Background: an optimization exercise with open tools, aiming at small area, a short achievable clock period and few clock cycles per item. Do not read the settings as production practice. Only simulation tests tie the RTL to the original design; equivalence was not proved.

==> amber <==
Design Rsa256Core, start of the top module:
module Rsa256Core (
	input          i_clk,
	input          i_rst,
	input          i_start,
	input  [255:0] i_a,
	input  [255:0] i_d,
	input  [255:0] i_n,
	output [255:0] o_a_pow_d,
	output         o_finished
);
==> flow/config.mk <==
export PLATFORM = sky130hd
export DESIGN_NAME = Rsa256Core
export DESIGN_NICKNAME = Rsa256Core
export VERILOG_FILES = /design/flow/design.v
export SDC_FILE = /design/flow/constraint.sdc
export NUM_CORES = 8
export LEC_CHECK = 0
export ABC_CLOCK_PERIOD_IN_PS = 4500
export CAP_MARGIN = 35
export CORE_MARGIN = 2
export CORE_UTILIZATION = 55
export CTS_CLUSTER_DIAMETER = 100
export CTS_CLUSTER_SIZE = 20
export SETUP_SLACK_MARGIN = 5
export SLEW_MARGIN = 35
export SYNTH_HIERARCHICAL = 1
export SYNTH_MINIMUM_KEEP_SIZE = 0
==> flow/constraint.sdc <==
create_clock -name core_clock -period 14.0 [get_ports {i_clk}]
set_input_delay 2.8000 -clock core_clock [delete_from_list [all_inputs] [get_ports {i_clk}]]
set_output_delay 2.8000 -clock core_clock [all_outputs]
set_load 0.01 [all_outputs]
standard.sh (not shown) runs the stock make flow with config.mk's settings and CLKGATE_MAP_FILE= SYNTH_SCRIPT=/design/flow/synth_recipe.tcl, a recipe that flattens the netlist after the stock synthesis.
==> flow/flow/run.sh <==
#!/bin/bash
# Standard ORFS layout (the standard.sh) with a larger setup slack margin
# for timing repair and single buf_1 port buffers; constraints and clock
# period are unchanged.
set -euo pipefail
MARGIN=9.0
sed -e "s/SETUP_SLACK_MARGIN=[0-9.]*/SETUP_SLACK_MARGIN=${MARGIN} 'BUFFER_PORTS_ARGS=-buffer_cell sky130_fd_sc_hd__buf_1'/" standard.sh > standard_margin.sh
bash standard_margin.sh > orfs_make.log 2>&1
==> inputs of onyx, as changes to amber <==
--- a/flow/design.v
+++ b/flow/design.v
@@ -181,16 +181,17 @@
 			7'd126: neg_inv8 = 8'd171;
 			7'd127: neg_inv8 = 8'd1;
 			default: neg_inv8 = 8'd0;
 		endcase
 	endfunction
 	logic [265:0] so, co;
 	logic [17:0]  tsum;
-	wire [265:0]  sng = sn;
-	wire [265:0]  cng = cn;
+	logic         first;
+	wire [265:0]  sng = sn | {266{first}};
+	wire [265:0]  cng = cn | {266{first}};
 	wire          first_n = (state_n == ST_MU) || (state_n == ST_ITER && state != ST_ITER);
 	wire [7:0]    qd_g    = tsum[7:0] & {8{~first_n}};
 	wire [255:0]  npg = np_r;
 	wire [9:0]    pg  = p_r;
 	wire [7:0][247:0] qpv;
 	wire [7:0][256:0] apv;
 	wire [259:0]      brx = {3'b0, br[264:8]};
@@ -300,15 +301,17 @@
 			state     <= ST_IDLE;
 			fin_r     <= 1'b0;
 			mode_conv <= 1'b0;
 			mode_dbl  <= 1'b0;
 			mode_corr <= 1'b0;
 			mode_npc  <= 1'b0;
 			mode_one  <= 1'b0;
+			first     <= 1'b0;
 		end else begin
+			first     <= first_n;
 			state     <= state_n;
 			fin_r     <= (state_n == ST_DONE);
 			mode_conv <= (state_n == ST_NPC) || (state_n == ST_CONV);
 			mode_dbl  <= (state_n == ST_DBL) || (state_n == ST_FDBL);
 			mode_corr <= (state_n == ST_CORR) || (state_n == ST_FCORR) || (state_n == ST_COPY);
 			mode_npc  <= (state_n == ST_NPC);
 			mode_one  <= (state_n == ST_ONE);
@@ -339,16 +342,16 @@
 					else a_nx = (state == ST_SHIFT) ? br[7:0] : sum[7:0];
 				end
 			end
 			default: ;
 		endcase
 	end
 	always_ff @(posedge i_clk) begin
-		sn  <= so | {266{first_n}};
-		cn  <= co | {266{first_n}};
+		sn  <= so;
+		cn  <= co;
 		p_r <= tsum[17:8] & {10{~first_n}};
 		q_r <= qd_g;
 		if (a_we) a_r <= a_nx;
 		case (state)
 			ST_IDLE: begin
 				nreg <= i_n;
 				br   <= {9'b0, i_n};
==> flow/flow/run.sh (replaced) <==
#!/bin/bash
# Standard ORFS layout (the standard.sh) with a larger setup slack margin
# for timing repair and single buf_1 port buffers; constraints and clock
# period are unchanged.
set -euo pipefail
MARGIN=8.5
sed -e "s/SETUP_SLACK_MARGIN=[0-9.]*/SETUP_SLACK_MARGIN=${MARGIN} 'BUFFER_PORTS_ARGS=-buffer_cell sky130_fd_sc_hd__buf_1'/" standard.sh > standard_margin.sh
bash standard_margin.sh > orfs_make.log 2>&1
==> comparison table <==
metric	onyx	amber
Initial drt markers	25800	26000
Crit Reg-Reg Startpoint	p_r[9]	base[76]
Detailed placer's ending HPWL	823 mm	824 mm
Fill cell total of the finished layout	35000	35000
Number of instances resized during post-cts repair	51	206
Final period utilization	0.409	0.367
Wire length of the first global-routing pass	1430 mm	1440 mm
Worst-margin pin slew	1.14 ns	1.27 ns
Count of multi-input gates	14200	14200
Number of stages on the worst setup path	15	14
Mapped Area	226000 um^2	225000 um^2
Post-route clock skew	0.0814 ns	0.0833 ns
Number of flip-flops and latches	2287	2286
Crit path time final	5.73 ns	5.14 ns
Overall global routing resource usage	0.510	0.517
Share of final layout cell area taken by non-clock buffers	0.0350	0.0432
Placed Instances	24200	24200
GR met2 Demand/Resource	0.694	0.708
Status	finished clean	finished clean
Non-Clock Buffer Count	1443	1622
Worst setup slack before clock tree synthesis	7.44 ns	7.55 ns
Fraction of standard cell area that is sequential	0.269	0.267
Testbench counts of amber, summed over its fixed seeds: cycles 300,804, items 24.
Testbench counts of onyx, summed over its fixed seeds: cycles 300,804, items 24.


==> lagoon: inputs <==
Rsa256Core, a different RTL version from the one above (not shown whole).
export LEC_CHECK = 0
export ABC_CLOCK_PERIOD_IN_PS = 4500
export CAP_MARGIN = 35
export CORE_MARGIN = 2
export CORE_UTILIZATION = 55
export CTS_CLUSTER_DIAMETER = 100
export CTS_CLUSTER_SIZE = 20
export SETUP_SLACK_MARGIN = 5
export SLEW_MARGIN = 35
export SYNTH_HIERARCHICAL = 1
export SYNTH_MINIMUM_KEEP_SIZE = 0
create_clock -name core_clock -period 14.0 [get_ports {i_clk}]
==> flow/flow/run.sh <==
#!/bin/bash
# Standard ORFS layout (the standard.sh) with a larger setup slack margin
# for timing repair and single buf_1 port buffers; constraints and clock
# period are unchanged.
set -euo pipefail
MARGIN=8.5
sed -e "s/SETUP_SLACK_MARGIN=[0-9.]*/SETUP_SLACK_MARGIN=${MARGIN} 'BUFFER_PORTS_ARGS=-buffer_cell sky130_fd_sc_hd__buf_1'/" standard.sh > standard_margin.sh
bash standard_margin.sh > orfs_make.log 2>&1
==> xenon (differences from lagoon) <==
--- a/flow/design.v
+++ b/flow/design.v
@@ -19,11 +19,12 @@
 	                 ST_ONE   = 4'd8,
 	                 ST_FDBL  = 4'd9,
 	                 ST_FCORR = 4'd10,
 	                 ST_DONE  = 4'd11,
 	                 ST_SHIFT = 4'd12,
-	                 ST_COPY  = 4'd13;
+	                 ST_COPY  = 4'd13,
+	                 ST_NPL   = 4'd15;
 	localparam [1:0] OP_SQR = 2'd0, OP_MUL = 2'd1, OP_FIN = 2'd2;
 	logic [3:0]   state;
 	logic [1:0]   op;
 	logic         pre;        
 	logic         msel;       
@@ -57,11 +58,14 @@
 	logic [11:0]  tq;
 	logic         tqc;
 	logic [13:0]  tps, tpc;
 	wire [269:0]  sng = sn;
 	wire [269:0]  cng = cn;
-	wire          first_n = (state_n == ST_MU) || (state_n == ST_ITER && state != ST_ITER);
+	wire          first_n = (state == ST_PRE && dcnt == 9'd11) ||
+	                        (state == ST_CORR && cnt != 9'd0) ||
+	                        (state == ST_SHIFT) || (state == ST_COPY) ||
+	                        (state == ST_CONV && op != OP_FIN && !(pre && op == OP_MUL));
 	wire [11:0]   qd_g    = tq & {12{~first_n}};
 	wire [255:0]  npg = np_r;
 	wire [11:0][243:0] qpv;
 	wire [11:0][256:0] apv;
 	wire [259:0]      brx = {3'b0, br[268:12]};
@@ -92,14 +96,25 @@
 	wire [269:0] mval = {2'b00, nreg, 12'b0};
 	wire [269:0] cx  = {~sn[257:0], q_r};
 	wire [269:0] cy  = {~cn[257:0], 12'b0};
 	wire [269:0] cz  = {244'b0, ps_r, pcb_r, 11'b0};    
 	wire [269:0] cw  = {244'b0, pc_r, pcb_r, 11'b0};
-	wire [269:0] hs1 = cx ^ cy ^ cz;
-	wire [269:0] hc1 = {(cx[268:0] & cy[268:0]) | (cx[268:0] & cz[268:0]) | (cy[268:0] & cz[268:0]), 1'b0};
-	wire [269:0] hsc = hs1 ^ hc1 ^ cw;
-	wire [269:0] hcc = {(hs1[268:0] & hc1[268:0]) | (hs1[268:0] & cw[268:0]) | (hc1[268:0] & cw[268:0]), 1'b0};
+	wire [270:0] hs1, hc1, hsx, hcx;
+	assign hc1[0] = 1'b0;
+	assign hcx[0] = 1'b0;
+	for (genvar i = 0; i < 26; i++) begin : g_cl
+		assign hs1[i]   = cx[i] ^ cy[i] ^ cz[i];
+		assign hc1[i+1] = (cx[i] & cy[i]) | (cx[i] & cz[i]) | (cy[i] & cz[i]);
+		assign hsx[i]   = hs1[i] ^ hc1[i] ^ cw[i];
+		assign hcx[i+1] = (hs1[i] & hc1[i]) | (hs1[i] & cw[i]) | (hc1[i] & cw[i]);
+	end
+	for (genvar i = 26; i < 270; i++) begin : g_ch
+		HAI u_1 (sn[i-12], cn[i-12], hs1[i], hc1[i+1]);
+		HA  u_2 (hs1[i], hc1[i], hsx[i], hcx[i+1]);
+	end
+	wire [269:0] hsc = hsx[269:0];
+	wire [269:0] hcc = hcx[269:0];
 	logic [269:0] ax, ay;
 	logic         acin;
 	always_comb begin
 		acin = 1'b0;
 		if (mode_conv)     acin = mode_npc;
@@ -110,18 +125,15 @@
 	wire         dbl_d  = (state_n == ST_DBL) || (state_n == ST_FDBL);
 	wire         corr_d = (state_n == ST_CORR) || (state_n == ST_FCORR) || (state_n == ST_COPY);
 	wire         base_we = (state == ST_IDLE) || (state == ST_DBL) || (state == ST_CORR) || (state == ST_ONE) ||
 	                       (state == ST_FDBL) || (state == ST_FCORR) || (state == ST_CONV && op == OP_FIN);
 	wire         neg_d  = (state != ST_IDLE) && sum[268];
-	wire         negn   = base_we ? neg_d : neg;           
-	wire         selm_d = dbl_d || (corr_d && negn);
-	wire         inv_d  = dbl_d && !negn;
 	wire [271:0] hsc_x = {2'b0, hsc}, hcc_x = {2'b0, hcc};
 	wire [271:0] bsh_x = {2'b0, base, 1'b0}, bse_x = {{3{base[268]}}, base}, mv_x = {2'b0, mval};
 	wire [271:0] ax_x, ay_x;
 	for (genvar gs = 0; gs < 4; gs++) begin : g_ops
-		OPS u_o (.clk(i_clk), .conv_d(conv_d), .dbl_d(dbl_d), .corr_d(corr_d), .selm_d(selm_d), .inv_d(inv_d),
+		OPS u_o (.clk(i_clk), .conv_d(conv_d), .dbl_d(dbl_d), .corr_d(corr_d), .neg_we(base_we), .neg_d(neg_d),
 			.hsc(hsc_x[68*gs +: 68]), .hcc(hcc_x[68*gs +: 68]), .bsh(bsh_x[68*gs +: 68]), .bse(bse_x[68*gs +: 68]),
 			.mv(mv_x[68*gs +: 68]), .ax(ax_x[68*gs +: 68]), .ay(ay_x[68*gs +: 68]));
 	end
 	assign ax = ax_x[269:0];
 	assign ay = ay_x[269:0];
@@ -154,11 +166,12 @@
 		state_n = state;
 		case (state)
 			ST_IDLE:  if (i_start) state_n = ST_PRE;
 			ST_PRE:   if (dcnt == 9'd11) state_n = ST_MU;
 			ST_MU:    state_n = ST_NPC;
-			ST_NPC:   state_n = ST_DBL;
+			ST_NPC:   state_n = ST_NPL;
+			ST_NPL:   state_n = ST_DBL;
 			ST_DBL:   if (dcnt == 9'd263) state_n = ST_CORR;
 			ST_CORR:  state_n = (cnt == 9'd0) ? ST_ONE : ST_ITER;
 			ST_ITER:  if (it == 6'd23) state_n = ST_CONV;
 			ST_CONV:  if (op == OP_FIN) state_n = ST_FDBL;
 			          else if (pre && op == OP_MUL) state_n = (cnt >= 9'd2 && dreg[254]) ? ST_SHIFT : ST_COPY;
@@ -243,11 +256,14 @@
 			end
 			ST_MU: begin
 				dcnt <= 9'd0;
 			end
 			ST_NPC: begin
-				np_r <= sum[267:12];
+				br <= sum[268:0];
+			end
+			ST_NPL: begin
+				np_r <= br[267:12];
 			end
 			ST_DBL: begin
 				base <= sum[268:0];
 				dcnt <= dcnt + 9'd1;
 				if (!dreg[255] && cnt != 9'd0) begin
@@ -267,21 +283,21 @@
 				it <= it + 6'd1;
 				oh <= {oh[21:0], 1'b0};
 			end
 			ST_CONV, ST_SHIFT, ST_COPY: begin
 				it <= 6'd0;
+				if (state != ST_CONV) tab3 <= br;    
 				oh <= 23'd2;
 				if (state == ST_CONV && op == OP_FIN) begin
 					base <= sum[268:0];
 					dcnt <= 9'd0;
 				end else if (state == ST_CONV && pre) begin
 					br <= sum[268:0];
 					if (op == OP_SQR) begin
 						op   <= OP_MUL;
 						msel <= 1'b0;
 					end else begin
-						tab3 <= sum[268:0];
 						pre  <= 1'b0;
 						if (cnt >= 9'd2 && dreg[254]) begin
 							dreg <= {dreg[254:0], 1'b0};
 							cnt  <= cnt - 9'd1;
 						end
@@ -6735,23 +6751,22 @@
   genvar t;
   for (t = 0; t < 12; t++) begin : g_t
     assign p[65*t +: 65] = ~({65{a_c[t]}} & v);
   end
 endmodule
-module OPS(input clk, input conv_d, input dbl_d, input corr_d, input selm_d, input inv_d,
+module OPS(input clk, input conv_d, input dbl_d, input corr_d, input neg_we, input neg_d,
   input [67:0] hsc, input [67:0] hcc, input [67:0] bsh, input [67:0] bse, input [67:0] mv,
   output [67:0] ax, output [67:0] ay);
-  logic conv_c, dbl_c, corr_c, selm_c, inv_c;
+  logic conv_c, dbl_c, corr_c, neg_c;
   always_ff @(posedge clk) begin
     conv_c <= conv_d;
     dbl_c  <= dbl_d;
     corr_c <= corr_d;
-    selm_c <= selm_d;
-    inv_c  <= inv_d;
+    if (neg_we) neg_c <= neg_d;
   end
   assign ax = ({68{conv_c}} & hsc) | ({68{dbl_c}} & bsh) | ({68{corr_c}} & bse);
-  assign ay = ({68{conv_c}} & hcc) | ({68{selm_c}} & (mv ^ {68{inv_c}}));
+  assign ay = ({68{conv_c}} & hcc) | ({68{dbl_c}} & (mv ^ {68{~neg_c}})) | ({68{corr_c & neg_c}} & mv);
 endmodule
 module CPA(input [269:0] x, input [269:0] y, input cin, output [269:0] s);
   wire [269:0] g, p, c;
   wire g0x = g[0] | (p[0] & cin);
   HA b0(x[0], y[0], p[0], g[0]);
@@ -8399,10 +8414,14 @@
 endmodule
 module HA(input a, input b, output s, output co);
   assign s = a ^ b;
   assign co = a & b;
 endmodule
+module HAI(input a, input b, output s, output co);
+  assign s = a ^ b;
+  assign co = ~(a | b);
+endmodule
 module HAN(input a, input b, output s, output co);
   assign s = ~(a ^ b);
   assign co = a | b;
 endmodule
 module FA(input a, input b, input c, output s, output co);
==> flow/flow/run.sh (replaced) <==
#!/bin/bash
# Standard ORFS layout (the standard.sh) with a larger setup slack margin
# for timing repair and single buf_1 port buffers; constraints and clock
# period are unchanged.
set -euo pipefail
MARGIN=8.75
sed -e "s/SETUP_SLACK_MARGIN=[0-9.]*/SETUP_SLACK_MARGIN=${MARGIN} 'BUFFER_PORTS_ARGS=-buffer_cell sky130_fd_sc_hd__buf_1'/" standard.sh > standard_margin.sh
bash standard_margin.sh > orfs_make.log 2>&1
CORE_UTILIZATION = 52   (was 55)
==> metrics.log <==
[metrics] CP startpoint: g_ops[1].u_o.neg_c
[metrics] M2 GR Usage: between 60% and 70%
[metrics] Max transition margin: between 6 and 7%
[metrics] total instance count after detailed placement: roughly 30,000
[metrics] r2r worst-path depth: 16
[metrics] Total Die Area: 557,000 sq um
[metrics] synthesized area per cell: between 10 and 15 sq um
[metrics] non-clock inverter count: ~920
[metrics] area added between synthesis and finish: 4.08%
[metrics] outcome: finished clean
That was xenon.
==> metrics.log <==
[metrics] outcome: finished clean
[metrics] area added between synthesis and finish: 3.81%
[metrics] M2 GR Usage: between 70% and 80%
[metrics] total instance count after detailed placement: around 30,000
[metrics] CP startpoint: sn[172]
[metrics] Via-to-Cell Ratio: around 7
[metrics] transition time at the pin with the least slew margin: around 1.2 ns
[metrics] non-clock inverter count: around 910
[metrics] Max transition margin: 22.6%
[metrics] Total Die Area: about 520,000 sq um
[metrics] synthesized area per cell: 11.7 sq um
That was lagoon.
Testbench counts of lagoon, summed over its fixed seeds: cycles 211,305, items 24.
Testbench counts of xenon, summed over its fixed seeds: cycles 211,329, items 24.

==> separate check: timing with driven ports <==
In the flow no input, the clock included, has a driving cell. The finished layouts below were timed again as built, in two steps. Step 1 (the two cells are an assumption about what drives the block):
set clk [get_ports {i_clk}]
set_driving_cell -lib_cell sky130_fd_sc_hd__clkbuf_16 $clk
set_driving_cell -lib_cell sky130_fd_sc_hd__buf_2 [delete_from_list [all_inputs] $clk]
Step 2 also shifts input and output timing later by t, the mid clock arrival at the registers, as if the neighbouring blocks saw the same clock. Three values: no drivers, after step 1, after step 2; two values: the first two.
run	t, ns	setup WS [ns]	hold WS [ns]	worst setup path after step 2	latest minus earliest clock arrival (ns)
amber	1.119	8.857 / 8.738 / 8.810	0.542 / 0.542 / 0.542	input to register	0.083 / 0.083
onyx	1.100	8.268 / 8.268 / 8.268	0.545 / 0.545 / 0.545	register to register	0.081 / 0.082
lagoon	1.151	8.251 / 8.251 / 7.406	0.548 / 0.548 / 0.548	input to register	0.081 / 0.081
xenon	1.162	8.533 / 8.501 / 8.533	0.532 / 0.532 / 0.532	register to register	0.119 / 0.119
After both steps every run listed still meets setup and hold. The setup slack of lagoon, which loses most, moves by 0.000 ns with the drivers and by -0.845 ns with both steps.
